Context: an optimization exercise on an open-source flow, tuned for small area, a short achievable clock period and few clock cycles. The choices shown serve that exercise and are no tape-out recipe.
At most, simulation tests tie the RTL to the original design; equivalence was not proved.
No functional check of the RTL was part of runs 2 to 4.
Power figures rest on the tool's default switching activity, not on a simulated workload.

==> config.mk <==
export PLATFORM = sky130hd
export DESIGN_NAME = divider
export DESIGN_NICKNAME = divider
export VERILOG_FILES = /design/flow/design.v
export SDC_FILE = /design/flow/constraint.sdc
export NUM_CORES = 4
export LEC_CHECK = 0
export CAP_MARGIN = 20
export CORE_MARGIN = 2
export CORE_UTILIZATION = 45
export PLACE_DENSITY = 0.6
export SETUP_SLACK_MARGIN = 1.0
export SLEW_MARGIN = 20
==> constraint.sdc <==
create_clock -name core_clock -period 5.5 [get_ports {clk_i}]
set_input_delay 1.1000 -clock core_clock [delete_from_list [all_inputs] [get_ports {clk_i}]]
set_output_delay 1.1000 -clock core_clock [all_outputs]
set_load 0.01 [all_outputs]
==> design.v <==
`timescale 1ns/1ps
module divider #(
    parameter XLEN_WIDTH = 32
)(
    input                   clk_i,
    input                   rst_i,
    input                   stall_i,
    input  logic [XLEN_WIDTH-1:0]      a_i,
    input  logic [XLEN_WIDTH-1:0]      b_i,
    input  logic            req_i,
    input  logic            kill_i,
    input  logic [ 1 : 0]   operation_sel_i,
    output logic [XLEN_WIDTH-1:0]      div_result_o,
    output logic            ready_o,
    output logic            result_valid_o
);
function automatic [5:0] clz32(input [31:0] x);
    reg [15:0] z1, c1;
    reg [7:0]  z2; reg [1:0] c2 [0:7];
    reg [3:0]  z3; reg [2:0] c3 [0:3];
    reg [1:0]  z4; reg [3:0] c4 [0:1];
    reg [4:0]  c5;
    integer i;
    begin
        for (i = 0; i < 16; i = i + 1) begin
            z1[i] = ~(x[2*i+1] | x[2*i]);
            c1[i] = ~x[2*i+1];
        end
        for (i = 0; i < 8; i = i + 1) begin
            z2[i] = z1[2*i+1] & z1[2*i];
            c2[i] = z1[2*i+1] ? {1'b1, c1[2*i]} : {1'b0, c1[2*i+1]};
        end
        for (i = 0; i < 4; i = i + 1) begin
            z3[i] = z2[2*i+1] & z2[2*i];
            c3[i] = z2[2*i+1] ? {1'b1, c2[2*i]} : {1'b0, c2[2*i+1]};
        end
        for (i = 0; i < 2; i = i + 1) begin
            z4[i] = z3[2*i+1] & z3[2*i];
            c4[i] = z3[2*i+1] ? {1'b1, c3[2*i]} : {1'b0, c3[2*i+1]};
        end
        c5 = z4[1] ? {1'b1, c4[0]} : {1'b0, c4[1]};
        clz32 = (z4[1] & z4[0]) ? 6'd32 : {1'b0, c5};
    end
endfunction
wire is_div    = ~operation_sel_i[1];
wire is_signed = ~operation_sel_i[0];
wire a_neg     = is_signed & a_i[31];
wire b_neg     = is_signed & b_i[31];
wire b_zero    = (b_i == 32'b0);
wire [31:0] abs_a = a_neg ? -a_i : a_i;
wire [31:0] abs_b = b_neg ? -b_i : b_i;
wire res_neg   = is_div ? (a_neg ^ b_neg) : a_neg;
wire a_pow2 = &(~a_i[30:0] | a_i[31:1]);
wire b_pow2 = &(~b_i[30:0] | b_i[31:1]);
wire [5:0] lz_a = clz32(a_i ^ {32{a_i[31]}}) - {5'b0, a_i[31] & a_pow2};
wire [5:0] lz_b = clz32(b_i ^ {32{b_i[31]}}) - {5'b0, b_i[31] & b_pow2};
wire [5:0] clz_a = (a_i[31] & ~is_signed) ? 6'd0 : lz_a;
wire [5:0] clz_b = (b_i[31] & ~is_signed) ? 6'd0 : lz_b;
wire [6:0] shamt = {1'b0, clz_b} - {1'b0, clz_a};
localparam S_IDLE  = 2'd0,
           S_SETUP = 2'd1,
           S_CALC  = 2'd2,
           S_FIX   = 2'd3;
reg [1:0] S;
reg [31:0] R;        
reg [31:0] D;        
reg [3:0]  cnt;      
wire [33:0] t1 = {2'b0, R} - {2'b0, D};
wire [33:0] t2 = {2'b0, R} - {1'b0, D, 1'b0};
wire [34:0] cx = {3'b0, R};
wire [34:0] cy = ~{3'b0, D};
wire [34:0] cz = ~{2'b0, D, 1'b0};
wire [34:0] cs = cx ^ cy ^ cz;
wire [34:0] cc = (cx & cy) | (cx & cz) | (cy & cz);
wire [35:0] t3w = {cs, 1'b1} + {cc[33:0], 1'b1, 1'b1};
wire [34:0] t3 = t3w[35:1];
wire ge1 = ~t1[33];
wire ge2 = ~t2[33];
wire ge3 = ~t3[34];
wire [1:0] qd = {ge2, ge3 | (ge1 & ~ge2)};
wire [31:0] R_nx = ge3 ? t3[31:0] : ge2 ? t2[31:0] : ge1 ? t1[31:0] : R;
wire last        = (cnt == 4'd0);
wire start   = (S == S_IDLE) & req_i;
wire quick   = b_zero | shamt[6];
wire [31:0] direct = is_div ? {32{b_zero}} : a_i;
wire iter       = (S == S_CALC) | ((S == S_SETUP) & last);
wire done_calc  = iter & last & ~res_neg;
wire done_fix   = (S == S_FIX);
wire finish     = (start & quick) | done_calc | done_fix;
always_ff @(posedge clk_i) begin
    if (rst_i)
        S <= S_IDLE;
    else if (kill_i)
        S <= S_IDLE;
    else case (S)
        S_IDLE:  S <= (req_i & ~quick) ? S_SETUP : S_IDLE;
        S_SETUP,
        S_CALC:  S <= last ? (res_neg ? S_FIX : S_IDLE) : S_CALC;
        default: S <= S_IDLE;
    endcase
end
always_ff @(posedge clk_i) begin
    case (S)
        S_IDLE:  begin R <= abs_a; D <= abs_b; cnt <= shamt[4:1]; end
        S_SETUP: begin R <= last ? R_nx : abs_a; D <= D << {cnt, 1'b0}; cnt <= shamt[4:1]; end
        default: begin R <= R_nx;  D <= D >> 2; cnt <= cnt - 4'd1; end
    endcase
end
always_ff @(posedge clk_i) begin
    if (start)
        div_result_o <= direct;
    else if (iter)
        div_result_o <= (last & ~is_div) ? R_nx : {div_result_o[29:0], qd};
    else if (S == S_FIX)
        div_result_o <= -div_result_o;
end
always_ff @(posedge clk_i) begin
    if (rst_i) begin
        ready_o        <= 1'b1;
        result_valid_o <= 1'b0;
    end else begin
        ready_o        <= kill_i | ((S == S_IDLE) & ~req_i) | finish;
        result_valid_o <= ~kill_i & (finish | (stall_i & result_valid_o));
    end
end
endmodule
==> flow/run.sh <==
#!/bin/bash
# Standard layout, with the port buffers made from the smallest plain buffers rather than
# the delay cells buffer_ports picks by default.
set -e
cp standard.sh standard_sh.log
export BUFFER_PORTS_ARGS="-buffer_cell sky130_fd_sc_hd__buf_1"
bash standard.sh > standard.log 2>&1
==> standard.sh <==
#!/bin/bash
# synth_recipe.tcl (not shown) runs the flow's synth.tcl, then flattens the netlist and writes it again
# the make line also repeats each setting of config.mk as NAME=value (left out here)
make -C /OpenROAD-flow-scripts/flow DESIGN_CONFIG=/design/flow/config.mk WORK_HOME=/design/flow/orfs CLKGATE_MAP_FILE= SYNTH_SCRIPT=/design/flow/synth_recipe.tcl "${@:-finish}"
==> results of run 1 <==
## worst max-delay path by stage
stage | to | slack, ns | cells past startpoint
after detailed placement | result_valid_o$_SDFF_PP0_ | 0.45 | 17
after CTS | result_valid_o$_SDFF_PP0_ | 1.02 | 23
after global placement | result_valid_o$_SDFF_PP0_ | 0.47 | 17
after floorplan | result_valid_o$_SDFF_PP0_ | 0.96 | 19
final | result_valid_o$_SDFF_PP0_ | 1.17 | 16
after global routing | result_valid_o$_SDFF_PP0_ | 0.94 | 18
## cell usage in the layout, fill, tap and decap left out, types with 14 or more instances in the layout
cell	instances
xnor2_1	100
nand2b_1	20
and2_1	18
o21bai_1	14
a211oi_1	42
o21a_1	16
o21ai_0	133
a22oi_1	17
dfxtp_1	69
and3_1	19
edfxtp_1	32
mux2i_1	33
a21oi_1	206
o211ai_1	30
nand4_1	24
nor2b_1	21
o31ai_1	18
xor2_1	67
nand3_1	59
o22ai_1	54
nand2_1	252
buf_4	51
a21o_1	44
ha_1	110
a31oi_1	35
nor3_1	42
clkbuf_2	17
nor4_1	22
fa_1	34
inv_1	83
buf_1	80
nor2_1	187
## cells by family after synthesis
kind of cell | Yosys count
AOI/OAI and AO/OA | 769
and+or+nand+nor | 744
buffers and inverters | 238
xor gates and xnor gates | 167
adders and majority gates | 150
DFF | 104
muxes | 37
## metal layers
layer,up-vias,share of wire,global-route usage
met5,-,0.00019,0
li1,8184,-,-
met1,8226,0.41,0.436
met4,2,0.051,0.168
met3,184,0.081,0.0639
met2,809,0.46,0.550
## stage by stage
| stage | setup slack (ns) | area [um2] | utilization |
|---|---|---|---|
| after detailed placement | 0.451 | 16600 | 0.480 |
| final | 1.17 | 17200 | 0.497 |
| after global placement | 0.469 | 16600 | 0.480 |
| after global routing | 0.944 | 17200 | 0.497 |
| after floorplan | 0.964 | 16000 | - |
| after CTS | 1.02 | 17000 | 0.490 |
## cell type report
type,instances,share of cell area
clock inverters,7,0.00480
inverters,85,0.0188
flip-flops and latches,104,0.140
multi-input cells,1867,0.742
repair buffers,156,0.0486
clock buffers,9,0.0131
well taps,455,0.0331
## registers in the layout, summed over array words and instances, names as in the netlist
name,count
cnt,4
D,32
ready_o,1
S,2
div_result_o,32
R,32
result_valid_o,1
## power groups by stage
stage	registers (mW)	logic, mW	clock network, mW
global placement	1.19	5.98	0
global route	1.20	6.85	0.734
floorplan	1.10	4.36	0
finish	1.18	6.27	0.707
CTS	1.18	6.09	0.709
detailed placement	1.19	5.99	0
## worst register-to-register path: cells and delay by family (launching register included)
| family | cells | cell delay (ns) |
|---|---|---|
| buffers and inverters | 3 | 0.35 |
| AO/OA/AOI/OAI | 8 | 1.79 |
| adder cells (fa/ha/maj) | 3 | 1.07 |
| flip-flops | 1 | 0.43 |
| AND/OR/NAND/NOR | 2 | 0.43 |
## cell usage after synthesis, types with 44 or more instances
cell type / instances / area, um2
nand2_1: 256 / 961
a21oi_1: 210 / 1050
nor2_1: 194 / 728
o21ai_0: 140 / 701
clkbuf_1: 121 / 454
ha_1: 115 / 1440
xnor2_1: 100 / 876
inv_1: 85 / 319
dfxtp_1: 72 / 1440
xor2_1: 67 / 587
nand3_1: 59 / 295
o22ai_1: 58 / 363
a21o_1: 44 / 330
## timing repair
item                       4_1_cts  5_1_grt
pin swaps                        1       10
setup buffers                    2        7
setup endpoints to repair       16       38
hold buffers                     0        0
resized for setup               11       61
==> impl_metrics.env, run 1 <==
export IMPL_status="finished clean"
export IMPL_slew_headroom=0.275
export IMPL_antenna_left=0
export IMPL_path_max_fanout=9
export IMPL_route_detailed_drc=0
export IMPL_synthArstFlopShare=0
export IMPL_synth_top_family_by_area="compound AO/OA/AOI/OAI gates"
export IMPL_grt_first_pass_wirelength_um=95900
export IMPL_worst_hold_slack_ns=0.474
export IMPL_synth_mux_area_frac=0.0251
export IMPL_worst_pin_slew_ns=1.09
export IMPL_wl_um=63000
export IMPL_p_sw_frac=0.555
export IMPL_crit_chain="buf_1 > nor2_2 > a21oi_1 > or4_1 > nor4_1 > ha_2 > ha_4 > nand2b_4 > fa_2 > a21o_1 > a21oi_2 > nor2b_1 > o21a_1 > o21ai_2 > a221oi_2 > a21boi_1"
export IMPL_cp_end_kind="flip-flop"
export IMPL_num_nets_final=2444
export IMPL_drt_initial_drc_count=1605
export IMPL_antenna_found_initial=2
export IMPL_critical_path_startpoint="a_i[15]"
export IMPL_r2r_end="div_result_o[21]$_DFFE_PP_"
export IMPL_clk_pin_slew_worst_paths_ns=0.09
export IMPL_dp_hpwl_um=50500
export IMPL_synth_compound_area_frac=0.314
export IMPL_cp_slowest_cell="or4_1"
export IMPL_ir_worst_vdd_mv=0.313
export IMPL_min_period_ns=4.33
export IMPL_core_um2=34600
export IMPL_synth_area_um2=15800
export IMPL_syn_avg_cell_area_um2=7.17
export IMPL_portBuffers=104
export IMPL_cts_tree="yes"
export IMPL_finalSetupViolations=0
export IMPL_hold_viol_final=0
export IMPL_synth_edf_count=32
export IMPL_reg2reg_from="D[1]$_DFF_P_"
export IMPL_min_from="result_valid_o$_SDFF_PP0_"
export IMPL_dp_cells=2658
export IMPL_drive_gt1_frac=0.0790
export IMPL_ys_seq_area_frac=0.152
export IMPL_p_sw_mw=4.53
export IMPL_combPwrFrac=0.769
export IMPL_max_freq_ghz=0.231
export IMPL_hp_class="reg2reg"
export IMPL_startpoint_type="input pin"
export IMPL_period_share=0.788
export IMPL_cp_arrival_ns=4.67
export IMPL_root_buffer="clkbuf_16"
export IMPL_die_w_um=192
export IMPL_power_mw=8.16
export IMPL_rsz0062_at_grt="yes"
export IMPL_cp_required_ns=5.84
export IMPL_cp_top_family="simple AND/OR/NAND/NOR gates"
export IMPL_firstDrtPassIters=8
export IMPL_pin_count=105
export IMPL_synthFlopType="dfxtp_1"
export IMPL_worst_r2r_path_depth=16
export IMPL_synth_seq_cells=104
export IMPL_htree_levels=3
export IMPL_power_density_nw_per_um2=475
export IMPL_yosys_area_share_adder=0.135
export IMPL_dieArea_um2=36700
export IMPL_gp_congestion=1.01
export IMPL_skew_ns=0.0187
export IMPL_die_y_um=192
export IMPL_nFillCells=3525
export IMPL_synthSimpleGateAreaFrac=0.221
export IMPL_cap_violations=0
export IMPL_syn_inst=2209
export IMPL_vias=17400
export IMPL_synthXorXnorAreaFrac=0.0924
export IMPL_antenna_cells=0
export IMPL_grt_max_degree=49
export IMPL_slowest_delay_ns=0.51
export IMPL_internal_power_mw=3.63
export IMPL_synthToLayoutAreaGrowth_pct=8.63
export IMPL_rows=68
export IMPL_grt_overflow=0
export IMPL_holdPathEnd="result_valid_o$_SDFF_PP0_"
export IMPL_grt_pass1_vias=16300
export IMPL_crit_type="in2reg"
export IMPL_cp_num_buf_inv=1
export IMPL_wl_per_cell_um=23.5
export IMPL_clock_latency_ns=0.40
export IMPL_clockPowerShare=0.087
export IMPL_post_drt_via_cell_ratio=6.49
export IMPL_numClockSinks=104
export IMPL_worstHoldPathCells=2
export IMPL_synth_nets=2430
export IMPL_final_cells=2683
export IMPL_initial_core_util=0.457
export IMPL_drv_slew=0
export IMPL_seqPwrFrac=0.145
export IMPL_yosysWarningCount=7
export IMPL_cts_buffer_depth=2
export IMPL_cellLeakagePower_nw=6.76
export IMPL_multi_input_area_um2=12800
export IMPL_synth_cell_types=90
export IMPL_r2r_setup_slack_ns=1.19
export IMPL_regArea_um2=2410
export IMPL_setup_tns_ns=0
export IMPL_numCtsBuffers=9
export IMPL_grt_util_all_layers=0.342
Testbench counts, summed over its fixed seeds: cycles 64,645.
==> inputs of run 2 (changes only) <==
--- a/design.v
+++ b/design.v
@@ -52,11 +52,11 @@
 wire res_neg   = is_div ? (a_neg ^ b_neg) : a_neg;
 wire a_pow2 = &(~a_i[30:0] | a_i[31:1]);
 wire b_pow2 = &(~b_i[30:0] | b_i[31:1]);
-wire [5:0] lz_a = clz32(a_i ^ {32{a_i[31]}}) - {5'b0, a_i[31] & a_pow2};
-wire [5:0] lz_b = clz32(b_i ^ {32{b_i[31]}}) - {5'b0, b_i[31] & b_pow2};
-wire [5:0] clz_a = (a_i[31] & ~is_signed) ? 6'd0 : lz_a;
-wire [5:0] clz_b = (b_i[31] & ~is_signed) ? 6'd0 : lz_b;
-wire [6:0] shamt = {1'b0, clz_b} - {1'b0, clz_a};
+wire [5:0] lz_a = clz32(a_i ^ {32{a_i[31]}});
+wire [5:0] lz_b = clz32(b_i ^ {32{b_i[31]}});
+wire [5:0] clz_a = (a_i[31] & ~is_signed) ? 6'd0 : lz_a - {5'b0, a_neg & a_pow2};
+wire [5:0] clz_b = (b_i[31] & ~is_signed) ? 6'd0 : lz_b - {5'b0, b_neg & b_pow2};
+wire shorter = clz_a > clz_b;
 localparam S_IDLE  = 2'd0,
            S_SETUP = 2'd1,
            S_CALC  = 2'd2,
@@ -65,6 +65,8 @@
 reg [31:0] R;        
 reg [31:0] D;        
 reg [3:0]  cnt;      
+reg [5:0]  lzr_a, lzr_b;   
+wire [5:0] shamt = lzr_b - lzr_a;
 wire [33:0] t1 = {2'b0, R} - {2'b0, D};
 wire [33:0] t2 = {2'b0, R} - {1'b0, D, 1'b0};
 wire [34:0] cx = {3'b0, R};
@@ -81,10 +83,9 @@
 wire [31:0] R_nx = ge3 ? t3[31:0] : ge2 ? t2[31:0] : ge1 ? t1[31:0] : R;
 wire last        = (cnt == 4'd0);
 wire start   = (S == S_IDLE) & req_i;
-wire quick   = b_zero | shamt[6];
+wire quick   = b_zero | shorter;
 wire [31:0] direct = is_div ? {32{b_zero}} : a_i;
-wire iter       = (S == S_CALC) | ((S == S_SETUP) & last);
-wire done_calc  = iter & last & ~res_neg;
+wire done_calc  = (S == S_CALC) & last & ~res_neg;
 wire done_fix   = (S == S_FIX);
 wire finish     = (start & quick) | done_calc | done_fix;
 always_ff @(posedge clk_i) begin
@@ -94,7 +95,7 @@
         S <= S_IDLE;
     else case (S)
         S_IDLE:  S <= (req_i & ~quick) ? S_SETUP : S_IDLE;
-        S_SETUP,
+        S_SETUP: S <= S_CALC;
         S_CALC:  S <= last ? (res_neg ? S_FIX : S_IDLE) : S_CALC;
         default: S <= S_IDLE;
     endcase
@@ -102,14 +103,18 @@
 always_ff @(posedge clk_i) begin
     case (S)
         S_IDLE:  begin R <= abs_a; D <= abs_b; cnt <= shamt[4:1]; end
-        S_SETUP: begin R <= last ? R_nx : abs_a; D <= D << {cnt, 1'b0}; cnt <= shamt[4:1]; end
+        S_SETUP: begin R <= abs_a; D <= D << {shamt[4:1], 1'b0}; cnt <= shamt[4:1]; end
         default: begin R <= R_nx;  D <= D >> 2; cnt <= cnt - 4'd1; end
     endcase
 end
 always_ff @(posedge clk_i) begin
+    lzr_a <= clz_a;
+    lzr_b <= clz_b;
+end
+always_ff @(posedge clk_i) begin
     if (start)
         div_result_o <= direct;
-    else if (iter)
+    else if (S == S_CALC)
         div_result_o <= (last & ~is_div) ? R_nx : {div_result_o[29:0], qd};
     else if (S == S_FIX)
         div_result_o <= -div_result_o;
==> run.sh (new file) <==
#!/bin/bash
# synth_recipe.tcl (not shown) runs the flow's synth.tcl, then flattens the netlist and writes it again
# the make line also repeats each setting of config.mk as NAME=value (left out here)
make -C /OpenROAD-flow-scripts/flow DESIGN_CONFIG=/design/flow/config.mk WORK_HOME=/design/flow/orfs CLKGATE_MAP_FILE= SYNTH_SCRIPT=/design/flow/synth_recipe.tcl finish
removed: flow/run.sh
removed: standard.sh
==> impl_metrics.env, run 2 <==
export IMPL_numClockSinks=114
export IMPL_gp_congestion=1.01
export IMPL_root_buffer="clkbuf_16"
export IMPL_synth_area_um2=16200
export IMPL_ys_seq_area_frac=0.160
export IMPL_cap_violations=0
export IMPL_synth_seq_cells=114
export IMPL_hold_viol_final=0
export IMPL_dieArea_um2=37600
export IMPL_slew_headroom=0.172
export IMPL_grt_max_degree=60
export IMPL_yosysTopAreaCell="dfxtp_1"
export IMPL_worst_hold_slack_ns=0.468
export IMPL_num_nets_final=2584
export IMPL_synthMostInstantiatedCell="a21oi_1"
export IMPL_hp_class="reg2reg"
export IMPL_vias=18000
export IMPL_grt_overflow=0
export IMPL_clk_pin_slew_worst_paths_ns=0.06
export IMPL_grt_pass1_vias=17200
export IMPL_rsz0062_at_grt="yes"
export IMPL_startpoint_type="input pin"
export IMPL_clock_latency_ns=0.44
export IMPL_synthToLayoutAreaGrowth_pct=20.3
export IMPL_wl_per_cell_um=22.7
export IMPL_power_mw=7.29
export IMPL_die_y_um=194
export IMPL_synth_compound_area_frac=0.311
export IMPL_hold_buffers=0
export IMPL_cts_tree="yes"
export IMPL_cellLeakagePower_nw=7.81
export IMPL_dp_cells=2766
export IMPL_initial_core_util=0.457
export IMPL_synth_nets=2485
export IMPL_synth_edf_count=32
export IMPL_firstDrtPassIters=8
export IMPL_portBuffers=104
export IMPL_synthSimpleGateAreaFrac=0.224
export IMPL_pin_count=105
export IMPL_yosysWarningCount=7
export IMPL_cp_top_family="compound AO/OA/AOI/OAI gates"
export IMPL_synth_cell_types=93
export IMPL_cp_end_kind="flip-flop"
export IMPL_top_regs="D: 32 flops, R: 32 flops, div_result_o: 32 flops"
export IMPL_synthArstFlopShare=0
export IMPL_synth_mux_area_frac=0.0233
export IMPL_rows=69
export IMPL_numCtsBuffers=17
export IMPL_synth_top_area_frac=0.101
export IMPL_final_common_cell="a21oi_1"
export IMPL_slowest_delay_ns=0.52
export IMPL_place_area_um2=18100
export IMPL_post_route_worst_setup_slack_ns=1.04
export IMPL_route_detailed_drc=0
export IMPL_post_route_util=0.549
export IMPL_drv_slew=0
export IMPL_final_cells=2836
export IMPL_synthXorXnorAreaFrac=0.0939
export IMPL_die_w_um=194
export IMPL_skew_ns=0.0104
export IMPL_core_um2=35600
export IMPL_crit_type="in2reg"
export IMPL_min_period_ns=4.46
export IMPL_crit_chain="clkdlybuf4s50_1 > buf_4 > nand3_2 > nor2_2 > o21ba_4 > nand2_1 > and3_4 > o21ai_2 > ha_2 > ha_4 > nor2_4 > ha_4 > nor2b_4 > o21a_1 > o21ai_2 > nand2b_1 > a21oi_2 > nor2b_1 > o22ai_2 > nand4_1 > a2111oi_2"
export IMPL_dp_hpwl_um=51200
export IMPL_yosys_area_share_adder=0.133
export IMPL_antenna_left=0
export IMPL_path_max_fanout=7
export IMPL_synthTopCellsByCount="a21oi_1 (256), nor2_1 (226), nand2_1 (220)"
export IMPL_htree_levels=4
export IMPL_stdcell_area_um2=19500
export IMPL_status="finished clean"
export IMPL_setup_tns_ns=0
export IMPL_synth_top_family_by_area="compound AO/OA/AOI/OAI gates"
export IMPL_grt_util_all_layers=0.331
export IMPL_cp_num_buf_inv=2
export IMPL_cp_slowest_cell="clkdlybuf4s50_1"
export IMPL_synth_area_top_cells="dfxtp_1 (10%), ha_1 (8.9%), a21oi_1 (7.9%)"
export IMPL_drive_gt1_frac=0.130
export IMPL_post_drt_via_cell_ratio=6.35
export IMPL_antenna_found_initial=0
export IMPL_wl_um=64300
export IMPL_syn_avg_cell_area_um2=7.18
export IMPL_synthFlopType="dfxtp_1"
export IMPL_pre_cts_ws_ns=0.136
export IMPL_finalSetupViolations=0
export IMPL_period_share=0.811
export IMPL_cp_required_ns=5.83
export IMPL_grt_first_pass_wirelength_um=98300
export IMPL_power_density_nw_per_um2=373
export IMPL_antenna_cells=0
export IMPL_max_freq_ghz=0.224
export IMPL_worst_pin_slew_ns=1.24
export IMPL_cp_arrival_ns=4.79
export IMPL_drt_initial_drc_count=1867
export IMPL_ir_worst_vdd_mv=0.313
export IMPL_syn_inst=2263
export IMPL_cts_buffer_depth=2
export IMPL_final_cell_mix="a21oi_1 (250), nand2_1 (215), nor2_1 (209), o21ai_0 (120), ha_1 (110)"
-- run 2: cell types whose count changed in the layout (fill, tap and decap cells not counted), moves of 27 or more --
cell / previous run / this run
a21oi_1: 206 / 250
clkdlybuf4s50_1: 0 / 52
o21ai_1: 12 / 39
nand2_1: 252 / 215
buf_4: 51 / 104
buf_1: 80 / 0
-- run 2: cells by family (layout without fill, tap and decap cells) --
kind of cell | after synthesis | in the layout
flip-flops | 114 | 114
adder cells (fa/ha/maj) | 151 | 151
buffers and inverters | 236 | 348
AO/OA/AOI/OAI | 801 | 801
XOR/XNOR | 174 | 174
multiplexers | 35 | 35
AND/OR/NAND/NOR | 752 | 752
-- run 2: layout make-up --
class | instances | area, um2
Fill cell | 3448 | 16000
Tap cell | 461 | 577
Timing Repair Buffer | 224 | 2030
Sequential cell | 114 | 2600
Multi-Input combinational cell | 1913 | 13400
Inverter | 92 | 352
Clock inverter | 13 | 138
Clock buffer | 19 | 433
-- run 2: worst register-to-register path: stages (launching register included) --
cell and delay, ns:
dfxtp_1 0.31, inv_1 0.41, ha_1 0.43, a21oi_1 0.31, o211ai_1 0.14, a22oi_1 0.40, nor2_1 0.14, nor3_2 0.61
a211o_1 0.18, a211oi_1 0.09, a211o_1 0.33, a311oi_1 0.55, o22ai_1 0.17
-- run 2: final timing paths --
check / from / to / slack, ns / cells past startpoint
setup reg to reg: D[23]$_DFF_P_ / div_result_o[31]$_DFFE_PP_ / 1.17 / 12
hold reg to reg: D[27]$_DFF_P_ / D[25]$_DFF_P_ / 0.47 / 2
hold / removal: D[27]$_DFF_P_ / D[25]$_DFF_P_ / 0.47 / 2
setup / recovery: a_i[15] / S[0]$_SDFF_PP0_ / 1.04 / 21
-- run 2: routing by layer --
metal | track usage | vias to the layer above | share of wire
met2 | 0.538 | 867 | 0.46
met4 | 0.143 | 0 | 0.047
li1 | - | 8503 | -
met1 | 0.429 | 8452 | 0.41
met3 | 0.0597 | 186 | 0.079
met5 | 0 | - | 0
-- run 2: report_power, final --
| group | total [mW] | switching, mW | internal, mW |
|---|---|---|---|
| Clock | 1.11 | 0.446 | 0.665 |
| Combinational | 5.02 | 3.12 | 1.89 |
| Sequential | 1.16 | 0.165 | 0.996 |
| Total | 7.29 | 3.73 | 3.55 |
-- run 2: what timing repair did --
action	4_1_cts	5_1_grt
hold endpoints to repair	0	0
cloned	1	0
resized for setup	83	116
setup buffers	22	15
pin swaps	37	52
setup endpoints to repair	6	31
==> inputs of run 3 (changes only) <==
--- a/design.v
+++ b/design.v
@@ -57,6 +57,7 @@
 wire [5:0] clz_a = (a_i[31] & ~is_signed) ? 6'd0 : lz_a - {5'b0, a_neg & a_pow2};
 wire [5:0] clz_b = (b_i[31] & ~is_signed) ? 6'd0 : lz_b - {5'b0, b_neg & b_pow2};
 wire shorter = clz_a > clz_b;
+wire near    = {1'b0, clz_b} <= {1'b0, clz_a} + 7'd1;
 localparam S_IDLE  = 2'd0,
            S_SETUP = 2'd1,
            S_CALC  = 2'd2,
@@ -94,7 +95,7 @@
     else if (kill_i)
         S <= S_IDLE;
     else case (S)
-        S_IDLE:  S <= (req_i & ~quick) ? S_SETUP : S_IDLE;
+        S_IDLE:  S <= (req_i & ~quick) ? (near ? S_CALC : S_SETUP) : S_IDLE;
         S_SETUP: S <= S_CALC;
         S_CALC:  S <= last ? (res_neg ? S_FIX : S_IDLE) : S_CALC;
         default: S <= S_IDLE;
@@ -102,7 +103,7 @@
 end
 always_ff @(posedge clk_i) begin
     case (S)
-        S_IDLE:  begin R <= abs_a; D <= abs_b; cnt <= shamt[4:1]; end
+        S_IDLE:  begin R <= abs_a; D <= abs_b; cnt <= 4'd0; end
         S_SETUP: begin R <= abs_a; D <= D << {shamt[4:1], 1'b0}; cnt <= shamt[4:1]; end
         default: begin R <= R_nx;  D <= D >> 2; cnt <= cnt - 4'd1; end
     endcase
==> impl_metrics.env, run 3 <==
export IMPL_synthTopCellsByCount="a21oi_1 (257), nand2_1 (203), nor2_1 (203)"
export IMPL_cp_end_kind="flip-flop"
export IMPL_drv_slew=0
export IMPL_ir_worst_vdd_mv=0.309
export IMPL_synth_top_area_frac=0.101
export IMPL_drt_initial_drc_count=2013
export IMPL_synthArstFlopShare=0
export IMPL_synth_mux_area_frac=0.0291
export IMPL_top_regs="D: 32 flops, R: 32 flops, div_result_o: 32 flops"
export IMPL_num_nets_final=2624
export IMPL_ys_seq_area_frac=0.159
export IMPL_dp_cells=2787
export IMPL_synthToLayoutAreaGrowth_pct=22.4
export IMPL_synth_compound_area_frac=0.311
export IMPL_die_y_um=195
export IMPL_gp_congestion=0.989
export IMPL_max_freq_ghz=0.219
export IMPL_syn_inst=2243
export IMPL_antenna_found_initial=0
export IMPL_power_density_nw_per_um2=469
export IMPL_cts_buffer_depth=2
export IMPL_synth_area_um2=16300
export IMPL_clock_latency_ns=0.46
export IMPL_skew_ns=0.0119
export IMPL_portBuffers=104
export IMPL_path_max_fanout=18
export IMPL_stdcell_area_um2=20000
export IMPL_synth_top_family_by_area="compound AO/OA/AOI/OAI gates"
export IMPL_setup_tns_ns=0
export IMPL_wl_per_cell_um=22.6
export IMPL_period_share=0.829
export IMPL_slew_headroom=0.317
export IMPL_root_buffer="clkbuf_16"
export IMPL_firstDrtPassIters=6
export IMPL_min_period_ns=4.56
export IMPL_cp_num_buf_inv=3
export IMPL_initial_core_util=0.458
export IMPL_synthMostInstantiatedCell="a21oi_1"
export IMPL_final_common_cell="a21oi_1"
export IMPL_pin_count=105
export IMPL_htree_levels=4
export IMPL_drive_gt1_frac=0.162
export IMPL_slowest_delay_ns=0.44
export IMPL_numCtsBuffers=17
export IMPL_crit_chain="clkdlybuf4s15_2 > buf_12 > and3_1 > o21ai_4 > and4bb_2 > buf_4 > a211o_1 > o21a_1 > ha_4 > and2_4 > mux2i_1 > a22oi_2 > nor2_2 > ha_1 > o21ai_1 > nand2b_1 > a21oi_2 > o21ai_2 > or4_4 > o22ai_1"
export IMPL_grt_max_degree=60
export IMPL_status="finished clean"
export IMPL_wl_um=64800
export IMPL_grt_util_all_layers=0.331
export IMPL_pre_cts_ws_ns=-0.0595
export IMPL_dieArea_um2=37800
export IMPL_worst_hold_slack_ns=0.487
export IMPL_synthFlopType="dfxtp_1"
export IMPL_grt_first_pass_wirelength_um=98600
export IMPL_cp_arrival_ns=4.94
export IMPL_final_cell_mix="a21oi_1 (251), nand2_1 (200), nor2_1 (178), o21ai_0 (150), buf_4 (144)"
export IMPL_synth_cell_types=98
export IMPL_numClockSinks=114
export IMPL_vias=18300
export IMPL_synthSimpleGateAreaFrac=0.204
export IMPL_route_detailed_drc=0
export IMPL_synth_seq_cells=114
export IMPL_grt_pass1_vias=17000
export IMPL_synth_nets=2472
export IMPL_final_cells=2869
export IMPL_hold_viol_final=0
export IMPL_post_route_util=0.561
export IMPL_antenna_cells=0
export IMPL_antenna_left=0
export IMPL_yosysTopAreaCell="dfxtp_1"
export IMPL_yosys_area_share_adder=0.137
export IMPL_power_mw=9.38
export IMPL_die_w_um=195
export IMPL_cap_violations=0
export IMPL_nFillCells=3423
export IMPL_grt_overflow=0
export IMPL_rows=69
export IMPL_hp_class="reg2reg"
export IMPL_worst_pin_slew_ns=1.02
export IMPL_startpoint_type="input pin"
export IMPL_place_area_um2=18400
export IMPL_rsz0062_at_grt="yes"
export IMPL_crit_type="in2reg"
export IMPL_cts_tree="yes"
export IMPL_finalSetupViolations=0
export IMPL_syn_avg_cell_area_um2=7.28
export IMPL_post_drt_via_cell_ratio=6.39
export IMPL_synth_edf_count=32
export IMPL_yosysWarningCount=7
export IMPL_cellLeakagePower_nw=7.96
export IMPL_cp_required_ns=5.88
export IMPL_synth_area_top_cells="dfxtp_1 (10%), ha_1 (9.4%), a21oi_1 (7.9%)"
export IMPL_post_route_worst_setup_slack_ns=0.939
export IMPL_synthXorXnorAreaFrac=0.0955
export IMPL_clk_pin_slew_worst_paths_ns=0.06
export IMPL_core_um2=35700
export IMPL_cp_slowest_cell="or4_4"
export IMPL_cp_top_family="compound AO/OA/AOI/OAI gates"
export IMPL_dp_hpwl_um=50700
-- run 3: changes by cell type in the layout (fill, tap and decap cells not counted), sizes merged, moves of 19 or more --
cell	change
xor2	-31
xnor2	+35
buf	+60
dlygate4sd2	+19
nor2	-24
-- run 3: cells by family after synthesis --
| logic type | count (synthesis) |
|---|---|
| buffers and inverters | 244 |
| adder cells (fa/ha/maj) | 158 |
| flip-flops | 114 |
| AO/OA/AOI/OAI | 800 |
| AND/OR/NAND/NOR | 705 |
| multiplexers | 44 |
| XOR/XNOR | 178 |
-- run 3: cell type report --
class	instances	area [um2]	share of cell area
clock buffer	18	450	0.0225
inverter	101	388	0.0194
sequential	114	2610	0.130
tap	461	577	0.0289
multi-input combinational	1885	13400	0.672
clock inverter	14	141	0.00707
timing repair buffer	276	2390	0.120
-- run 3: timing repair --
item,4_1_cts,5_1_grt
setup buffers,27,21
resized for setup,177,106
setup endpoints to repair,22,37
pin swaps,42,36
gates cloned,2,0
hold buffers,0,0
-- run 3: power by group --
group,switching [mW],total (mW),leakage [nW],internal [mW]
sequential,0.247,1.30,1.00,1.06
clock,0.490,1.15,0.292,0.661
combinational,4.23,6.92,6.66,2.69
total,4.97,9.38,7.96,4.41
-- run 3: path summary, 6_finish.rpt --
kind / startpoint / endpoint / slack, ns / cells past startpoint
setup / recovery: a_i[31] / S[0]$_SDFF_PP0_ / 0.94 / 20
setup reg to reg: D[0]$_DFF_P_ / div_result_o[31]$_DFFE_PP_ / 1.19 / 16
hold reg to reg: cnt[0]$_DFF_P_ / cnt[0]$_DFF_P_ / 0.49 / 1
hold / removal: cnt[0]$_DFF_P_ / cnt[0]$_DFF_P_ / 0.49 / 1
-- run 3: layer usage --
layer / vias to the layer above / part of all wire / global-route usage
li1: 8595 / - / -
met1: 8673 / 0.42 / 0.438
met2: 925 / 0.46 / 0.536
met3: 148 / 0.089 / 0.0649
met4: 0 / 0.035 / 0.119
met5: - / 0 / 0
==> inputs of run 4 (changes only) <==
--- a/design.v
+++ b/design.v
@@ -48,7 +48,7 @@
 wire b_neg     = is_signed & b_i[31];
 wire b_zero    = (b_i == 32'b0);
 wire [31:0] abs_a = a_neg ? -a_i : a_i;
-wire [31:0] abs_b = b_neg ? -b_i : b_i;
+wire [31:0] ones_b = b_i ^ {32{b_neg}};
 wire res_neg   = is_div ? (a_neg ^ b_neg) : a_neg;
 wire a_pow2 = &(~a_i[30:0] | a_i[31:1]);
 wire b_pow2 = &(~b_i[30:0] | b_i[31:1]);
@@ -66,16 +66,20 @@
 reg [31:0] R;        
 reg [31:0] D;        
 reg [3:0]  cnt;      
+reg        dn;       
 reg [5:0]  lzr_a, lzr_b;   
 wire [5:0] shamt = lzr_b - lzr_a;
-wire [33:0] t1 = {2'b0, R} - {2'b0, D};
-wire [33:0] t2 = {2'b0, R} - {1'b0, D, 1'b0};
+wire cin = ~dn;
+wire [34:0] t1w = {2'b0, R, 1'b1} + {~{2'b0, D}, cin};
+wire [34:0] t2w = {2'b0, R, 1'b1} + {~{1'b0, D, dn}, cin};
+wire [33:0] t1 = t1w[34:1];
+wire [33:0] t2 = t2w[34:1];
 wire [34:0] cx = {3'b0, R};
 wire [34:0] cy = ~{3'b0, D};
-wire [34:0] cz = ~{2'b0, D, 1'b0};
+wire [34:0] cz = ~{2'b0, D, dn};
 wire [34:0] cs = cx ^ cy ^ cz;
 wire [34:0] cc = (cx & cy) | (cx & cz) | (cy & cz);
-wire [35:0] t3w = {cs, 1'b1} + {cc[33:0], 1'b1, 1'b1};
+wire [35:0] t3w = {cs, 1'b1} + {cc[33:0], cin, cin};
 wire [34:0] t3 = t3w[35:1];
 wire ge1 = ~t1[33];
 wire ge2 = ~t2[33];
@@ -103,12 +107,13 @@
 end
 always_ff @(posedge clk_i) begin
     case (S)
-        S_IDLE:  begin R <= abs_a; D <= abs_b; cnt <= 4'd0; end
-        S_SETUP: begin R <= abs_a; D <= D << {shamt[4:1], 1'b0}; cnt <= shamt[4:1]; end
+        S_IDLE:  begin R <= abs_a; D <= ones_b; cnt <= 4'd0; end
+        S_SETUP: begin R <= abs_a; D <= (D << {shamt[4:1], 1'b0}) | ({32{dn}} & ~(32'hffffffff << {shamt[4:1], 1'b0})); cnt <= shamt[4:1]; end
         default: begin R <= R_nx;  D <= D >> 2; cnt <= cnt - 4'd1; end
     endcase
 end
 always_ff @(posedge clk_i) begin
+    dn    <= b_neg;
     lzr_a <= clz_a;
     lzr_b <= clz_b;
 end
==> impl_metrics.env, run 4 <==
export IMPL_synth_area_top_cells="dfxtp_1 (9.8%), ha_1 (9.2%), a21oi_1 (6.2%)"
export IMPL_grt_max_degree=82
export IMPL_ir_worst_vdd_mv=0.298
export IMPL_path_max_fanout=3
export IMPL_initial_core_util=0.455
export IMPL_hold_buffers=0
export IMPL_dp_hpwl_um=54400
export IMPL_hp_class="reg2reg"
export IMPL_wl_um=69900
export IMPL_synth_top_area_frac=0.0977
export IMPL_drt_initial_drc_count=2067
export IMPL_firstDrtPassIters=6
export IMPL_internal_power_mw=4.94
export IMPL_startpoint_type="input pin"
export IMPL_drive_gt1_frac=0.150
export IMPL_cp_arrival_ns=4.81
export IMPL_cap_violations=0
export IMPL_grt_overflow=0
export IMPL_htree_levels=4
export IMPL_synthFlopType="dfxtp_1"
export IMPL_skew_ns=0.0184
export IMPL_syn_avg_cell_area_um2=7.32
export IMPL_clock_latency_ns=0.43
export IMPL_synth_edf_count=32
export IMPL_antenna_found_initial=0
export IMPL_post_route_worst_setup_slack_ns=0.970
export IMPL_grt_util_all_layers=0.351
export IMPL_yosysWarningCount=7
export IMPL_synth_area_um2=17000
export IMPL_crit_type="in2reg"
export IMPL_synthToLayoutAreaGrowth_pct=20.9
export IMPL_p_sw_mw=5.82
export IMPL_drv_slew=0
export IMPL_nFillCells=3615
export IMPL_post_route_util=0.550
export IMPL_rows=71
export IMPL_portBuffers=104
export IMPL_num_nets_final=2677
export IMPL_clk_pin_slew_worst_paths_ns=0.06
export IMPL_pre_cts_ws_ns=-0.162
export IMPL_synthArstFlopShare=0
export IMPL_grt_pass1_vias=17600
export IMPL_cellLeakagePower_nw=8.14
export IMPL_cts_tree="yes"
export IMPL_yosysTopAreaCell="dfxtp_1"
export IMPL_root_buffer="clkbuf_16"
export IMPL_antenna_cells=0
export IMPL_synth_cell_types=86
export IMPL_cp_required_ns=5.78
export IMPL_final_common_cell="a21oi_1"
export IMPL_p_sw_frac=0.541
export IMPL_synth_seq_cells=115
export IMPL_finalSetupViolations=0
export IMPL_gp_congestion=0.977
export IMPL_syn_inst=2322
export IMPL_rsz0062_at_grt="yes"
export IMPL_min_period_ns=4.53
export IMPL_power_density_nw_per_um2=523
export IMPL_core_um2=37400
export IMPL_route_detailed_drc=0
export IMPL_status="finished clean"
export IMPL_synthMostInstantiatedCell="a21oi_1"
export IMPL_seqPwrFrac=0.130
export IMPL_max_freq_ghz=0.221
export IMPL_top_regs="D: 32 flops, R: 32 flops, div_result_o: 32 flops"
export IMPL_vias=19300
export IMPL_wl_per_cell_um=23.5
export IMPL_clockPowerShare=0.111
export IMPL_worst_pin_slew_ns=1.07
export IMPL_period_share=0.824
export IMPL_cp_end_kind="flip-flop"
export IMPL_pin_count=105
export IMPL_antenna_left=0
export IMPL_final_cell_mix="a21oi_1 (204), nand2_1 (192), nor2_1 (182), o21ai_0 (172), buf_4 (135)"
export IMPL_synth_nets=2552
export IMPL_hold_viol_final=0
export IMPL_synthTopCellsByCount="a21oi_1 (209), nand2_1 (195), o21ai_0 (190)"
export IMPL_die_w_um=198
export IMPL_combPwrFrac=0.759
export IMPL_cts_buffer_depth=2
export IMPL_dieArea_um2=39400
export IMPL_die_y_um=198
export IMPL_grt_first_pass_wirelength_um=105000
export IMPL_ys_seq_area_frac=0.154
export IMPL_slew_headroom=0.283
export IMPL_numCtsBuffers=17
export IMPL_post_drt_via_cell_ratio=6.49
export IMPL_numClockSinks=115
[run 4: changes by cell type after synthesis, moves of 22 or more]
cell	previous run	this run
clkbuf_1	111	134
a21oi_1	257	209
nor3_1	45	69
o21ai_0	163	190
xnor2_1	126	91
xor2_1	52	74
[run 4: layout make-up]
type / count / area [um2] / share of cell area
repair buffers: 254 / 2200 / 0.107
flip-flops and latches: 115 / 2630 / 0.128
inverters: 97 / 373 / 0.0181
clock inverters: 11 / 159 / 0.00773
multi-input cells: 1962 / 14100 / 0.686
clock buffers: 21 / 450 / 0.0219
well taps: 511 / 639 / 0.0311
[run 4: path summary, 6_finish.rpt]
kind | slack, ns | depth (start not counted) | endpoint | from
worst max-delay path | 0.97 | 19 | ready_o$_SDFF_PP1_ | a_i[22]
worst min-delay path | 0.47 | 1 | cnt[0]$_DFF_P_ | cnt[0]$_DFF_P_
worst max register to register | 1.14 | 12 | div_result_o[16]$_DFFE_PP_ | D[15]$_DFF_P_
worst min register to register | 0.47 | 1 | cnt[0]$_DFF_P_ | cnt[0]$_DFF_P_
[run 4: what timing repair did]
item	in CTS	in global routing
cloned	1	0
setup endpoints to repair	6	31
pin swaps	47	56
buffers inserted	24	11
gates resized for setup	174	99
[run 4: kinds of logic after synthesis]
group,Yosys count,share of synthesized area
AO/OA/AOI/OAI,835,0.319
AND/OR/NAND/NOR,749,0.214
buffers and inverters,245,0.0579
XOR/XNOR,165,0.0850
adder cells (fa/ha/maj),159,0.132
flip-flops,115,0.154
multiplexers,54,0.0377
[run 4: power groups by stage]
stage               sequential, mW  clock (mW)  combinational, mW
floorplan                     1.29           0               5.46
global placement              1.40           0               7.62
detailed placement            1.40           0               7.67
CTS                           1.38        1.19               7.77
global route                  1.42        1.22               8.83
finish                        1.40        1.19               8.17
[run 4: stage by stage]
stage                     power (mW)  TNS, ns  hold WS (ns)  std cells  area, um2
final                           10.8        0         0.474       2971      20600
after global routing            11.5        0         0.516       2971      20600
after CTS                       10.3        0         0.478       2960      20200
after detailed placement        9.06   -0.363         0.465       2903      19100
after global placement          9.02   -0.163         0.458       2903      19100
after floorplan                 6.75        0         0.428       2322      17200
[run 4: worst max-delay path, stage by stage]
cell and delay, ns:
clkdlybuf4s15_1 0.20, or4_4 0.56, o22a_4 0.29, buf_4 0.15
a21oi_1 0.13, o22a_1 0.21, o221a_4 0.24, ha_4 0.22
nor2_4 0.13, ha_4 0.22, nor2b_4 0.12, o21a_1 0.19
o21a_1 0.17, o21a_1 0.16, o21a_1 0.18, o22ai_2 0.19
nand2_1 0.09, a21boi_2 0.15, o311ai_1 0.10
[run 4: per-layer routing]
metal,up-vias,global-route usage,routed length (um)
met5,-,0,0
met4,0,0.120,2230
met3,95,0.0621,7370
met2,1050,0.492,28100
met1,9191,0.532,32100
li1,8951,-,-
==> inputs of run 5 (changes only) <==
--- a/design.v
+++ b/design.v
@@ -54,10 +54,13 @@
 wire b_pow2 = &(~b_i[30:0] | b_i[31:1]);
 wire [5:0] lz_a = clz32(a_i ^ {32{a_i[31]}});
 wire [5:0] lz_b = clz32(b_i ^ {32{b_i[31]}});
-wire [5:0] clz_a = (a_i[31] & ~is_signed) ? 6'd0 : lz_a - {5'b0, a_neg & a_pow2};
-wire [5:0] clz_b = (b_i[31] & ~is_signed) ? 6'd0 : lz_b - {5'b0, b_neg & b_pow2};
-wire shorter = clz_a > clz_b;
-wire near    = {1'b0, clz_b} <= {1'b0, clz_a} + 7'd1;
+wire [5:0] clz_a = (a_i[31] & ~is_signed) ? 6'd0 : lz_a;
+wire [5:0] clz_b = (b_i[31] & ~is_signed) ? 6'd0 : lz_b;
+wire pow2_a = a_neg & a_pow2;
+wire pow2_b = b_neg & b_pow2;
+wire signed [6:0] d = {1'b0, clz_b} - {1'b0, clz_a};
+wire shorter = (pow2_a == pow2_b) ? (d < 0) : pow2_b ? (d <= 0) : (d < -1);
+wire near    = (pow2_a == pow2_b) ? (d <= 1) : pow2_b ? (d <= 2) : (d <= 0);
 localparam S_IDLE  = 2'd0,
            S_SETUP = 2'd1,
            S_CALC  = 2'd2,
@@ -68,7 +71,8 @@
 reg [3:0]  cnt;      
 reg        dn;       
 reg [5:0]  lzr_a, lzr_b;   
-wire [5:0] shamt = lzr_b - lzr_a;
+reg        p2r_a, p2r_b;   
+wire [5:0] shamt = lzr_b - lzr_a + {5'b0, p2r_a} - {5'b0, p2r_b};
 wire cin = ~dn;
 wire [34:0] t1w = {2'b0, R, 1'b1} + {~{2'b0, D}, cin};
 wire [34:0] t2w = {2'b0, R, 1'b1} + {~{1'b0, D, dn}, cin};
@@ -116,6 +120,8 @@
     dn    <= b_neg;
     lzr_a <= clz_a;
     lzr_b <= clz_b;
+    p2r_a <= pow2_a;
+    p2r_b <= pow2_b;
 end
 always_ff @(posedge clk_i) begin
     if (start)
==> impl_metrics.env, run 5 <==
export IMPL_antenna_cells=0
export IMPL_synth_nets=2534
export IMPL_post_drt_via_cell_ratio=6.45
export IMPL_startpoint_type="input pin"
export IMPL_cp_end_kind="flip-flop"
export IMPL_hold_buffers=0
export IMPL_wl_per_cell_um=23.0
export IMPL_final_cell_mix="nand2_1 (252), a21oi_1 (197), o21ai_0 (173), nor2_1 (169), buf_4 (119)"
export IMPL_vias=18700
export IMPL_wl_um=66900
export IMPL_synthArstFlopShare=0
export IMPL_hold_viol_final=0
export IMPL_cp_required_ns=5.85
export IMPL_htree_levels=4
export IMPL_ys_seq_area_frac=0.158
export IMPL_drt_initial_drc_count=2034
export IMPL_min_from="cnt[0]$_DFF_P_"
export IMPL_root_buffer="clkbuf_16"
export IMPL_status="finished clean"
export IMPL_hp_class="reg2reg"
export IMPL_rsz0062_at_grt="yes"
export IMPL_p_sw_mw=4.68
export IMPL_period_share=0.845
export IMPL_crit_type="in2reg"
export IMPL_numCtsBuffers=17
export IMPL_cap_violations=0
export IMPL_yosysTopAreaCell="dfxtp_1"
export IMPL_finalSetupViolations=0
export IMPL_cp_arrival_ns=5.00
export IMPL_synthMostInstantiatedCell="nand2_1"
export IMPL_clockPowerShare=0.127
export IMPL_portBuffers=104
export IMPL_grt_first_pass_wirelength_um=102000
export IMPL_dp_hpwl_um=52500
export IMPL_cellLeakagePower_nw=8.19
export IMPL_grt_util_all_layers=0.338
export IMPL_antenna_left=0
export IMPL_grt_busiest_layer="met1"
export IMPL_path_max_fanout=3
export IMPL_synthTopCellsByCount="nand2_1 (256), a21oi_1 (202), o21ai_0 (188)"
export IMPL_reg2reg_from="D[8]$_DFF_P_"
export IMPL_synth_cell_types=94
export IMPL_seqPwrFrac=0.146
export IMPL_critical_path_startpoint="b_i[12]"
export IMPL_num_nets_final=2647
export IMPL_gp_congestion=0.997
export IMPL_core_um2=36800
export IMPL_use_met2=0.500
export IMPL_syn_avg_cell_area_um2=7.31
export IMPL_drive_gt1_frac=0.140
export IMPL_pin_count=105
export IMPL_rows=70
export IMPL_clock_latency_ns=0.43
export IMPL_final_cells=2903
export IMPL_synth_top_area_frac=0.101
export IMPL_dieArea_um2=39100
export IMPL_combPwrFrac=0.727
export IMPL_syn_inst=2309
export IMPL_synthFlopType="dfxtp_1"
export IMPL_die_y_um=198
export IMPL_synth_area_um2=16900
export IMPL_min_period_ns=4.65
export IMPL_die_w_um=198
export IMPL_synth_area_top_cells="dfxtp_1 (10%), ha_1 (8.7%), a21oi_1 (6.0%)"
export IMPL_top_regs="D: 32 flops, R: 32 flops, div_result_o: 32 flops"
export IMPL_p_sw_frac=0.526
export IMPL_nFillCells=3546
export IMPL_yosysWarningCount=7
export IMPL_route_detailed_drc=0
export IMPL_numClockSinks=117
export IMPL_worst_pin_slew_ns=0.947
export IMPL_power_density_nw_per_um2=440
export IMPL_grt_overflow=0
export IMPL_grt_max_degree=88
export IMPL_drv_slew=0
export IMPL_internal_power_mw=4.22
export IMPL_skew_ns=0.0200
export IMPL_cts_buffer_depth=2
export IMPL_synth_seq_cells=117
export IMPL_met3_usage=0.0536
export IMPL_antenna_found_initial=0
export IMPL_max_freq_ghz=0.215
export IMPL_firstDrtPassIters=7
export IMPL_grt_pass1_vias=17200
export IMPL_initial_core_util=0.459
export IMPL_final_common_cell="nand2_1"
export IMPL_stdcell_area_um2=20200
export IMPL_setup_tns_ns=0
export IMPL_cts_tree="yes"
export IMPL_met1_usage=0.502
export IMPL_synthToLayoutAreaGrowth_pct=19.9
export IMPL_place_area_um2=18700
export IMPL_clk_pin_slew_worst_paths_ns=0.07
export IMPL_dp_cells=2822
export IMPL_synth_edf_count=32
export IMPL_slew_headroom=0.367
export IMPL_ir_worst_vdd_mv=0.296
[run 5: final timing paths]
check	endpoint	slack, ns	cells after the start
setup / recovery	S[0]$_SDFF_PP0_	0.85	18
hold / removal	cnt[0]$_DFF_P_	0.48	1
setup reg to reg	div_result_o[15]$_DFFE_PP_	1.13	13
hold reg to reg	cnt[0]$_DFF_P_	0.48	1
[run 5: cell type report]
| type | count | area, um2 | share of cell area |
|---|---|---|---|
| well taps | 468 | 586 | 0.0289 |
| repair buffers | 241 | 2210 | 0.109 |
| clock buffers | 18 | 450 | 0.0222 |
| flip-flops and latches | 117 | 2670 | 0.132 |
| inverters | 112 | 432 | 0.0213 |
| multi-input cells | 1933 | 13800 | 0.680 |
| clock inverters | 14 | 139 | 0.00686 |
[run 5: power by group through the flow]
stage | Clock, mW | Combinational (mW) | Sequential (mW)
detailed placement | 0 | 6.06 | 1.30
global route | 1.18 | 7.02 | 1.31
CTS | 1.14 | 6.21 | 1.28
global placement | 0 | 6.03 | 1.30
finish | 1.13 | 6.47 | 1.30
floorplan | 0 | 4.31 | 1.21
[run 5: worst max-delay path: stages]
cell and delay (ns):
clkdlybuf4s50_1 0.51, nor4_2 0.06, buf_4 0.14, buf_4 0.13
a2111oi_0 0.46, a21oi_1 0.09, a31oi_1 0.22, a32o_1 0.24
ha_1 0.25, nor2b_2 0.16, o21ai_2 0.12, a21boi_1 0.10
nor2_1 0.20, nand4_1 0.15, nor4_2 0.28, o22ai_1 0.15
or4_1 0.48, a21boi_1 0.14
[run 5: cell families (layout without fill, tap and decap cells)]
| logic type | Yosys count | after routing | synth area share |
|---|---|---|---|
| simple gates | 759 | 759 | 0.217 |
| compound gates | 808 | 808 | 0.309 |
| mux | 37 | 37 | 0.0335 |
| flops | 117 | 117 | 0.158 |
| xor+xnor | 175 | 175 | 0.0908 |
| fa+ha+maj | 154 | 154 | 0.131 |
| buf+inv | 259 | 385 | 0.0607 |
[run 5: layer usage]
metal / wire, um / vias up
met5: 0 / -
met2: 28300 / 994
met4: 1850 / 0
met1: 30400 / 8917
li1: - / 8720
met3: 6300 / 96
[run 5: through the flow]
step	util	worst slack [ns]	total power [mW]	hold slack [ns]
5_1_grt	0.550	0.671	9.51	0.538
3_5_place_dp	0.509	0.0509	7.36	0.471
4_1_cts	0.538	0.909	8.63	0.483
3_3_place_gp	0.509	0.201	7.33	0.470
6_report	0.550	0.850	8.90	0.484
2_1_floorplan	-	0.905	5.52	0.445
[run 5: what timing repair did]
item	4_1_cts	5_1_grt
setup endpoints to repair	38	55
gates resized for setup	109	142
setup buffers	26	20
pin swaps	38	53
gates cloned	2	1
hold endpoints to repair	0	0
Testbench counts of run 5, summed over its fixed seeds: cycles 64,645.
==> inputs of run 6 (changes only) <==
==> flow/run.sh (new file) <==
#!/bin/bash
# Standard layout, with the port buffers made from plain buffers rather than
# the delay cells buffer_ports picks by default.
set -e
cp standard.sh standard_sh.log
export BUFFER_PORTS_ARGS="-buffer_cell sky130_fd_sc_hd__buf_2"
bash standard.sh > standard.log 2>&1
==> standard.sh (new file) <==
#!/bin/bash
# synth_recipe.tcl (not shown) runs the flow's synth.tcl, then flattens the netlist and writes it again
# the make line also repeats each setting of config.mk as NAME=value (left out here)
make -C /OpenROAD-flow-scripts/flow DESIGN_CONFIG=/design/flow/config.mk WORK_HOME=/design/flow/orfs CLKGATE_MAP_FILE= SYNTH_SCRIPT=/design/flow/synth_recipe.tcl "${@:-finish}"
--- a/config.mk
+++ b/config.mk
@@ -9,5 +9,5 @@
 export CORE_MARGIN = 2
 export CORE_UTILIZATION = 45
 export PLACE_DENSITY = 0.6
-export SETUP_SLACK_MARGIN = 1.0
+export SETUP_SLACK_MARGIN = 1.4
 export SLEW_MARGIN = 20
removed: run.sh
==> impl_metrics.env, run 6 <==
export IMPL_cts_tree="yes"
export IMPL_ys_seq_area_frac=0.158
export IMPL_finalSetupViolations=0
export IMPL_skew_ns=0.0116
export IMPL_synth_cell_types=94
export IMPL_numCtsBuffers=17
export IMPL_dp_hpwl_um=52300
export IMPL_antenna_left=0
export IMPL_synthTopCellsByCount="nand2_1 (256), a21oi_1 (202), o21ai_0 (188)"
export IMPL_r2r_end="div_result_o[10]$_DFFE_PP_"
export IMPL_min_period_ns=4.47
export IMPL_drive_gt1_frac=0.183
export IMPL_initial_core_util=0.459
export IMPL_min_from="cnt[0]$_DFF_P_"
export IMPL_drt_initial_drc_count=1986
export IMPL_syn_avg_cell_area_um2=7.31
export IMPL_power_mw=9.08
export IMPL_synth_seq_cells=117
export IMPL_rows=70
export IMPL_synth_nets=2534
export IMPL_root_buffer="clkbuf_16"
export IMPL_worst_pin_slew_ns=1.07
export IMPL_synth_edf_count=32
export IMPL_grt_first_pass_wirelength_um=102000
export IMPL_clockPowerShare=0.117
export IMPL_synthFlopType="dfxtp_1"
export IMPL_seqPwrFrac=0.142
export IMPL_synthToLayoutAreaGrowth_pct=16.0
export IMPL_post_drt_via_cell_ratio=6.46
export IMPL_p_sw_frac=0.526
export IMPL_route_detailed_drc=0
export IMPL_grt_overflow=0
export IMPL_synth_top_area_frac=0.101
export IMPL_setup_tns_ns=0
export IMPL_core_um2=36800
export IMPL_pin_count=105
export IMPL_cp_required_ns=5.86
export IMPL_clock_latency_ns=0.44
export IMPL_yosysWarningCount=7
export IMPL_wl_um=66300
export IMPL_critical_path_startpoint="b_i[26]"
export IMPL_grt_util_all_layers=0.336
export IMPL_grt_pass1_vias=17100
export IMPL_ir_worst_vdd_mv=0.250
export IMPL_yosysTopAreaCell="dfxtp_1"
export IMPL_syn_inst=2309
export IMPL_final_common_cell="nand2_1"
export IMPL_synthArstFlopShare=0
export IMPL_crit_end="S[0]$_SDFF_PP0_"
export IMPL_dieArea_um2=39100
export IMPL_num_nets_final=2599
export IMPL_worst_r2r_path_depth=13
export IMPL_numClockSinks=117
export IMPL_status="finished clean"
export IMPL_synthMostInstantiatedCell="nand2_1"
export IMPL_cp_end_kind="flip-flop"
export IMPL_crit_type="in2reg"
export IMPL_die_w_um=198
export IMPL_rsz0062_at_grt="yes"
export IMPL_p_sw_mw=4.78
export IMPL_cp_arrival_ns=4.83
export IMPL_cap_violations=0
export IMPL_path_max_fanout=5
export IMPL_slew_headroom=0.281
export IMPL_internal_power_mw=4.30
export IMPL_startpoint_type="input pin"
export IMPL_r2r_setup_slack_ns=1.52
export IMPL_gp_congestion=0.999
export IMPL_cellLeakagePower_nw=7.66
export IMPL_drv_slew=0
export IMPL_die_y_um=198
export IMPL_hp_class="reg2reg"
export IMPL_hold_viol_final=0
export IMPL_combPwrFrac=0.741
export IMPL_firstDrtPassIters=8
export IMPL_synth_area_um2=16900
export IMPL_portBuffers=104
export IMPL_grt_max_degree=89
export IMPL_antenna_cells=0
export IMPL_cts_buffer_depth=2
export IMPL_vias=18500
export IMPL_clk_pin_slew_worst_paths_ns=0.07
export IMPL_nFillCells=3613
export IMPL_period_share=0.813
export IMPL_antenna_found_initial=0
export IMPL_htree_levels=4
export IMPL_reg2reg_from="D[1]$_DFF_P_"
export IMPL_top_regs="D: 32 flops, R: 32 flops, div_result_o: 32 flops"
export IMPL_max_freq_ghz=0.224
export IMPL_final_cell_mix="nand2_1 (255), a21oi_1 (193), nor2_1 (171), o21ai_0 (166), xnor2_1 (101)"
export IMPL_synth_area_top_cells="dfxtp_1 (10%), ha_1 (8.7%), a21oi_1 (6.0%)"
export IMPL_wl_per_cell_um=23.2
export IMPL_power_density_nw_per_um2=464
==> run 6: cell counts after synthesis <==
Identical to the previous run, type by type.
==> run 6: layer usage <==
| metal | global-route usage | share of wire | vias to the layer above |
|---|---|---|---|
| met3 | 0.0563 | 0.091 | 81 |
| met4 | 0.0847 | 0.024 | 0 |
| li1 | - | - | 8649 |
| met5 | 0 | 0 | - |
| met1 | 0.494 | 0.46 | 8830 |
| met2 | 0.508 | 0.43 | 895 |
==> run 6: cell type report <==
class                           count  area (um2)  share of cell area
Multi-Input combinational cell   1934       14000               0.712
Inverter                          112         439              0.0224
Sequential cell                   117        2690               0.137
Timing Repair Buffer              192        1370              0.0701
Clock buffer                       18         429              0.0219
Tap cell                          468         586              0.0299
Clock inverter                     14         119             0.00607
==> run 6: repair_timing <==
action                                  CTS  global route
endpoints found under the setup margin   65            78
pin swaps                                32            23
gates resized for setup                 106           102
gates cloned                              2             2
hold buffers                              0             0
setup buffers                            21            17
==> run 6: how the worst min path moves through the flow <==
stage / end / cells past startpoint / slack, ns
after floorplan: cnt[0]$_DFF_P_ / 1 / 0.44
after global placement: cnt[0]$_DFF_P_ / 1 / 0.46
after detailed placement: cnt[0]$_DFF_P_ / 1 / 0.48
after CTS: cnt[0]$_DFF_P_ / 1 / 0.49
after global routing: cnt[0]$_DFF_P_ / 1 / 0.52
final: cnt[0]$_DFF_P_ / 1 / 0.50
==> run 6: worst max-delay path, cell delays in order <==
cell and delay, ns:
buf_4 0.12, and3_4 0.18, and3_1 0.15, a31oi_1 0.06, a211oi_4 0.30, and2_4 0.20
o311ai_1 0.09, o311ai_1 0.14, o41ai_2 0.17, nand2_1 0.12, ha_2 0.19, inv_2 0.04
fa_2 0.33, a21o_1 0.19, a21oi_4 0.17, o21ai_1 0.07, a21o_1 0.22, nor4b_4 0.14
o21ai_2 0.09, o21ai_1 0.10, or4_1 0.49, a21boi_1 0.16
==> run 6: stage by stage <==
stage	std cells	hold WS [ns]	setup WS, ns	utilization	area [um2]
after floorplan	2309	0.445	0.909	-	17000
after global placement	2781	0.465	0.335	0.486	17900
after detailed placement	2781	0.480	0.324	0.486	17900
after CTS	2836	0.489	1.13	0.518	19000
after global routing	2855	0.519	0.843	0.532	19600
final	2855	0.499	1.03	0.532	19600
==> run 6: logic make-up (layout without fill, tap and decap cells) <==
kind of cell             Yosys count  count (layout)  synth area share
buffers and inverters            259             336            0.0607
adder cells (fa/ha/maj)          154             154             0.131
AO/OA/AOI/OAI                    808             808             0.309
AND/OR/NAND/NOR                  759             759             0.217
multiplexers                      37              37            0.0335
flip-flops                       117             117             0.158
XOR/XNOR                         175             176            0.0908
==> run 6: power groups by stage <==
stage               registers (mW)  clock network (mW)  logic (mW)
detailed placement            1.28                   0        5.97
floorplan                     1.21                   0        4.31
global route                  1.30                1.11        7.27
finish                        1.29                1.07        6.73
global placement              1.28                   0        5.95
CTS                           1.27                1.07        6.25
==> inputs of run 7 (changes only) <==
--- a/config.mk
+++ b/config.mk
@@ -9,5 +9,5 @@
 export CORE_MARGIN = 2
 export CORE_UTILIZATION = 45
 export PLACE_DENSITY = 0.6
-export SETUP_SLACK_MARGIN = 1.4
+export SETUP_SLACK_MARGIN = 0.7
 export SLEW_MARGIN = 20
==> impl_metrics.env, run 7 <==
export IMPL_ys_seq_area_frac=0.158
export IMPL_synth_nets=2534
export IMPL_drt_initial_drc_count=1814
export IMPL_cellLeakagePower_nw=7.39
export IMPL_r2r_setup_slack_ns=0.91
export IMPL_initial_core_util=0.459
export IMPL_nFillCells=3656
export IMPL_grt_pass1_vias=17000
export IMPL_post_drt_via_cell_ratio=6.49
export IMPL_hold_viol_final=0
export IMPL_grt_util_all_layers=0.332
export IMPL_route_detailed_drc=0
export IMPL_die_w_um=198
export IMPL_synthMostInstantiatedCell="nand2_1"
export IMPL_hold_buffers=0
export IMPL_synthTopCellsByCount="nand2_1 (256), a21oi_1 (202), o21ai_0 (188)"
export IMPL_synth_area_um2=16900
export IMPL_dr_wl_met2_um=27000
export IMPL_hp_class="reg2reg"
export IMPL_vias=18300
export IMPL_synth_cell_types=94
export IMPL_period_share=0.835
export IMPL_num_nets_final=2558
export IMPL_portBuffers=104
export IMPL_grt_first_pass_wirelength_um=99900
export IMPL_routed_top_layer="met4"
export IMPL_crit_type="reg2reg"
export IMPL_pin_count=105
export IMPL_worst_pin_slew_ns=1.09
export IMPL_drive_gt1_frac=0.120
export IMPL_dp_cells=2780
export IMPL_antenna_found_initial=1
export IMPL_root_buffer="clkbuf_16"
export IMPL_drv_slew=0
export IMPL_startpoint_type="flip-flop"
export IMPL_die_y_um=198
export IMPL_cap_violations=0
export IMPL_finalSetupViolations=0
export IMPL_synthArstFlopShare=0
export IMPL_critical_path_startpoint="D[9]$_DFF_P_"
export IMPL_max_freq_ghz=0.218
export IMPL_syn_inst=2309
export IMPL_holdPathEnd="cnt[0]$_DFF_P_"
export IMPL_top_regs="D: 32 flops, R: 32 flops, div_result_o: 32 flops"
export IMPL_yosysTopAreaCell="dfxtp_1"
export IMPL_dp_hpwl_um=52300
export IMPL_rows=70
export IMPL_status="finished clean"
export IMPL_final_common_cell="nand2_1"
export IMPL_min_period_ns=4.59
export IMPL_core_um2=36800
export IMPL_setup_tns_ns=0
export IMPL_htree_levels=4
export IMPL_gp_congestion=1.00
export IMPL_firstDrtPassIters=8
export IMPL_syn_avg_cell_area_um2=7.31
export IMPL_cp_end_kind="flip-flop"
export IMPL_ir_worst_vdd_mv=0.213
export IMPL_power_density_nw_per_um2=463
export IMPL_numClockSinks=117
export IMPL_r2r_end="div_result_o[16]$_DFFE_PP_"
export IMPL_route_met3_wl_um=5920
export IMPL_min_from="cnt[0]$_DFF_P_"
export IMPL_synth_area_top_cells="dfxtp_1 (10%), ha_1 (8.7%), a21oi_1 (6.0%)"
export IMPL_worstHoldPathCells=1
export IMPL_synth_seq_cells=117
export IMPL_skew_ns=0.0204
export IMPL_synth_top_area_frac=0.101
export IMPL_grt_max_degree=86
export IMPL_yosysWarningCount=7
export IMPL_cts_buffer_depth=2
run 7: cell families after synthesis:
| group | count (synthesis) | share of synthesized area |
|---|---|---|
| flip-flops | 117 | 0.158 |
| buffers and inverters | 259 | 0.0607 |
| AO/OA/AOI/OAI | 808 | 0.309 |
| adder cells (fa/ha/maj) | 154 | 0.131 |
| AND/OR/NAND/NOR | 759 | 0.217 |
| XOR/XNOR | 175 | 0.0908 |
| multiplexers | 37 | 0.0335 |
run 7: report_power, final:
group	internal [mW]	switching, mW
Combinational	2.34	3.85
Clock	0.662	0.480
Sequential	1.04	0.241
run 7: how the worst max path moves through the flow:
stage / endpoint / slack, ns / depth (start not counted)
2_1_floorplan: S[0]$_SDFF_PP0_ / 0.71 / 20
3_3_place_gp: S[0]$_SDFF_PP0_ / 0.36 / 20
3_5_place_dp: S[0]$_SDFF_PP0_ / 0.31 / 20
4_1_cts: R[3]$_DFF_P_ / 0.71 / 13
5_1_grt: S[1]$_SDFF_PP0_ / 0.60 / 20
6_report: div_result_o[16]$_DFFE_PP_ / 0.91 / 13
run 7: layer usage:
metal | vias to the layer above | track usage
met5 | - | 0
met4 | 0 | 0.0930
met3 | 105 | 0.0478
met2 | 913 | 0.490
met1 | 8658 | 0.498
li1 | 8593 | -
run 7: layout make-up:
cell class,instances,area [um2],area share
Multi-Input combinational cell,1933,13400,0.722
Sequential cell,117,2660,0.143
Timing Repair Buffer,152,907,0.0488
Tap cell,468,586,0.0315
Clock buffer,18,450,0.0242
Inverter,112,422,0.0227
Clock inverter,14,140,0.00754
run 7: worst max-delay path, cell delays in order, from the launching register on:
cell	delay (ns)
dfxtp_1	0.49
inv_1	0.24
fa_1	0.52
ha_1	0.43
nand4_1	0.19
nor2_1	0.18
o211ai_1	0.31
a2111oi_4	0.50
o21ai_2	0.16
o31ai_4	0.27
buf_6	0.30
a21oi_1	0.10
a22oi_1	0.42
o22ai_1	0.16
run 7: repair_timing:
action / 4_1_cts / 5_1_grt
pin swaps: 0 / 14
endpoints found under the setup margin: 2 / 36
buffers inserted: 0 / 2
resized for setup: 1 / 41
run 7: per-stage QoR:
step	cell area (um2)	setup slack (ns)	power, mW	hold slack (ns)	util
final	18600	0.908	8.62	0.501	0.506
after global placement	17800	0.361	7.18	0.474	0.484
after detailed placement	17800	0.309	7.20	0.475	0.484
after global routing	18600	0.598	9.20	0.523	0.506
after CTS	18400	0.709	8.38	0.499	0.500
after floorplan	16900	0.708	5.51	0.445	-

Check on run 7: ideal ports give 0.908 ns setup slack; a clkbuf_16 on the clock port and buf_2 on the inputs give 0.908 ns; moving port delays by the midpoint clock arrival (0.486 ns) as well gives 0.475 ns.
